Context: an optimization exercise on an open-source flow, tuned for small area, a short achievable clock period and few clock cycles. The choices shown serve that exercise and are no tape-out recipe.

==> inputs of job 7721 <==
## top_mac
module top_mac(rst, clk, stf, x, a, n, s, eof, i, y);
	input rst, clk, stf;
	input [17:0] x;
	input [35:0] a;
	input [5:0] n;
	input [5:0] s;
	output eof;
	output [5:0] i;
	output [17:0] y;
	localparam [59:0] M1 = 60'h095ffffffffffff;
	reg busy_q, run_q;
	reg [5:0] i_q;
	reg [59:0] q0;
	wire [59:0] q1, d0, d1, r;
	wire en = busy_q | stf;
	wire keep = busy_q | (run_q & ~stf);
	mult_generic mod_mult (.x(x), .a(a), .en(en), .keep(keep), .q0(q0), .q1(q1), .d0(d0), .d1(d1));
	always @(posedge clk)
		q0 <= d0;
	genvar g;
	generate
		for (g = 0; g < 60; g = g + 1) begin : acc1
			if (M1[g]) begin : ff
				reg b;
				always @(posedge clk)
					b <= d1[g];
				assign q1[g] = b;
			end else begin : zero
				assign q1[g] = 1'b0;
			end
		end
	endgenerate
	always @(posedge clk, posedge rst) begin
		if (rst) begin
			busy_q <= 1'b0;
			run_q <= 1'b0;
			i_q <= 6'd0;
		end else begin
			run_q <= 1'b1;
			if (!busy_q) begin
				if (stf && n != 6'd0) begin
					busy_q <= 1'b1;
					i_q <= n;
				end
			end else if (i_q == 6'd1) begin
				busy_q <= 1'b0;
				i_q <= 6'd0;
			end else begin
				i_q <= i_q - 6'd1;
			end
		end
	end
	sum_generic mod_sum (.q(q0), .p(q1), .s(r));
	ajuste mod_ajuste (.r(r), .s(s), .y(y));
	assign eof = ~busy_q;
	assign i = i_q;
endmodule
clock: 9.0 ns
lec_check: 0
abc_clock_period_in_ps: 5000
cap_margin: 20
core_margin: 2
core_utilization: 40
place_density: 0.45
setup_slack_margin: 3.5
slew_margin: 20
standard.sh (not shown) runs the stock make flow with config.mk's settings and CLKGATE_MAP_FILE= SYNTH_SCRIPT=/design/flow/synth_recipe.tcl, a recipe that flattens the netlist after the stock synthesis.
==> flow/flow/run.sh <==
#!/bin/bash
# Layout flow: the standard flow, with every input and output port buffered by a
# sky130_fd_sc_hd__buf_4 (which the resizer may then size) instead of the buffer that
# buffer_ports picks by itself.
set -euo pipefail
export BUFFER_PORTS_ARGS="-buffer_cell sky130_fd_sc_hd__buf_4"
bash standard.sh > standard_flow.log 2>&1
==> job 2901: changes against job 7721 <==
==> flow/run.sh (new file) <==
#!/bin/bash
# synth_recipe.tcl (not shown) runs the flow's synth.tcl, then flattens the netlist and writes it again
# the make line also repeats each setting of config.mk as NAME=value (left out here)
make -C /OpenROAD-flow-scripts/flow DESIGN_CONFIG=/design/flow/config.mk WORK_HOME=/design/flow/orfs CLKGATE_MAP_FILE= SYNTH_SCRIPT=/design/flow/synth_recipe.tcl finish
removed: flow/flow/run.sh
removed: flow/standard.sh
==> notes.md <==
Status: job 7721 finished clean; job 2901 finished clean
Total GRT Usage: job 7721 26.5%; job 2901 28.5%
Number of ordinary and repair buffers in the finished layout: job 7721 157; job 2901 228
Global placement routability congestion: job 7721 0.862; job 2901 0.905
# fillers: job 7721 5,143; job 2901 5,051
Layout Skew: job 7721 13.1 ps; job 2901 21.3 ps
Register-to-Register Setup Slack: job 7721 4500 ps; job 2901 4260 ps
Drt first-iter violations: job 7721 1,186; job 2901 1,522
Global routing met3 resource utilization: job 7721 6.26%; job 2901 6.11%
Routed Wire Length: job 7721 72,200 um; job 2901 81,900 um
Final design instance area without fill: job 7721 0.0243 mm2; job 2901 0.0256 mm2
Critical path destination: job 7721 y[16]; job 2901 y[0]
Total iterations of the first detailed-routing run: job 7721 6; job 2901 5
WL per Instance: job 7721 24.1 um; job 2901 26.7 um
Remaining max-slew budget at the tightest pin: job 7721 23.4%; job 2901 21.5%
Share of final layout cell area taken by clock buffers and inverters: job 7721 2.47%; job 2901 2.20%
M2 GR Usage: job 7721 42.6%; job 2901 44.6%
DPL Wire Length: job 7721 54,600 um; job 2901 55,400 um
Met1 layer usage reported by global route: job 7721 35.5%; job 2901 40.1%
FMAX: job 7721 149 MHz; job 2901 151 MHz
Function was not checked in any run of this note: the RTL went through the layout flow alone.

==> what the ideal ports hide <==
Ports are ideal in the flow. The routed layouts listed here were re-timed in OpenROAD. Step 1 assumes that a clkbuf_16 drives the clock port and a buf_2 every other input. Step 2 times the ports against the registers' clock, not the clock port: input delays grow and output delays shrink by t, the midpoint of the rising clock arrivals with the driver on. a / b / c = ideal ports / drivers / drivers and shift; a / b = the first two.
run	t, ns	slack for setup (ns)	hold slack, ns	worst setup path at the end	worst data-port slew with drivers (ns)
job 7721	0.526	2.272 / 2.211 / 2.605	0.554 / 0.554 / 0.554	input to output	0.09
job 2901	0.547	2.360 / 2.297 / 2.410	0.547 / 0.547 / 0.547	input to output	0.04
After both steps every run listed still meets setup and hold.
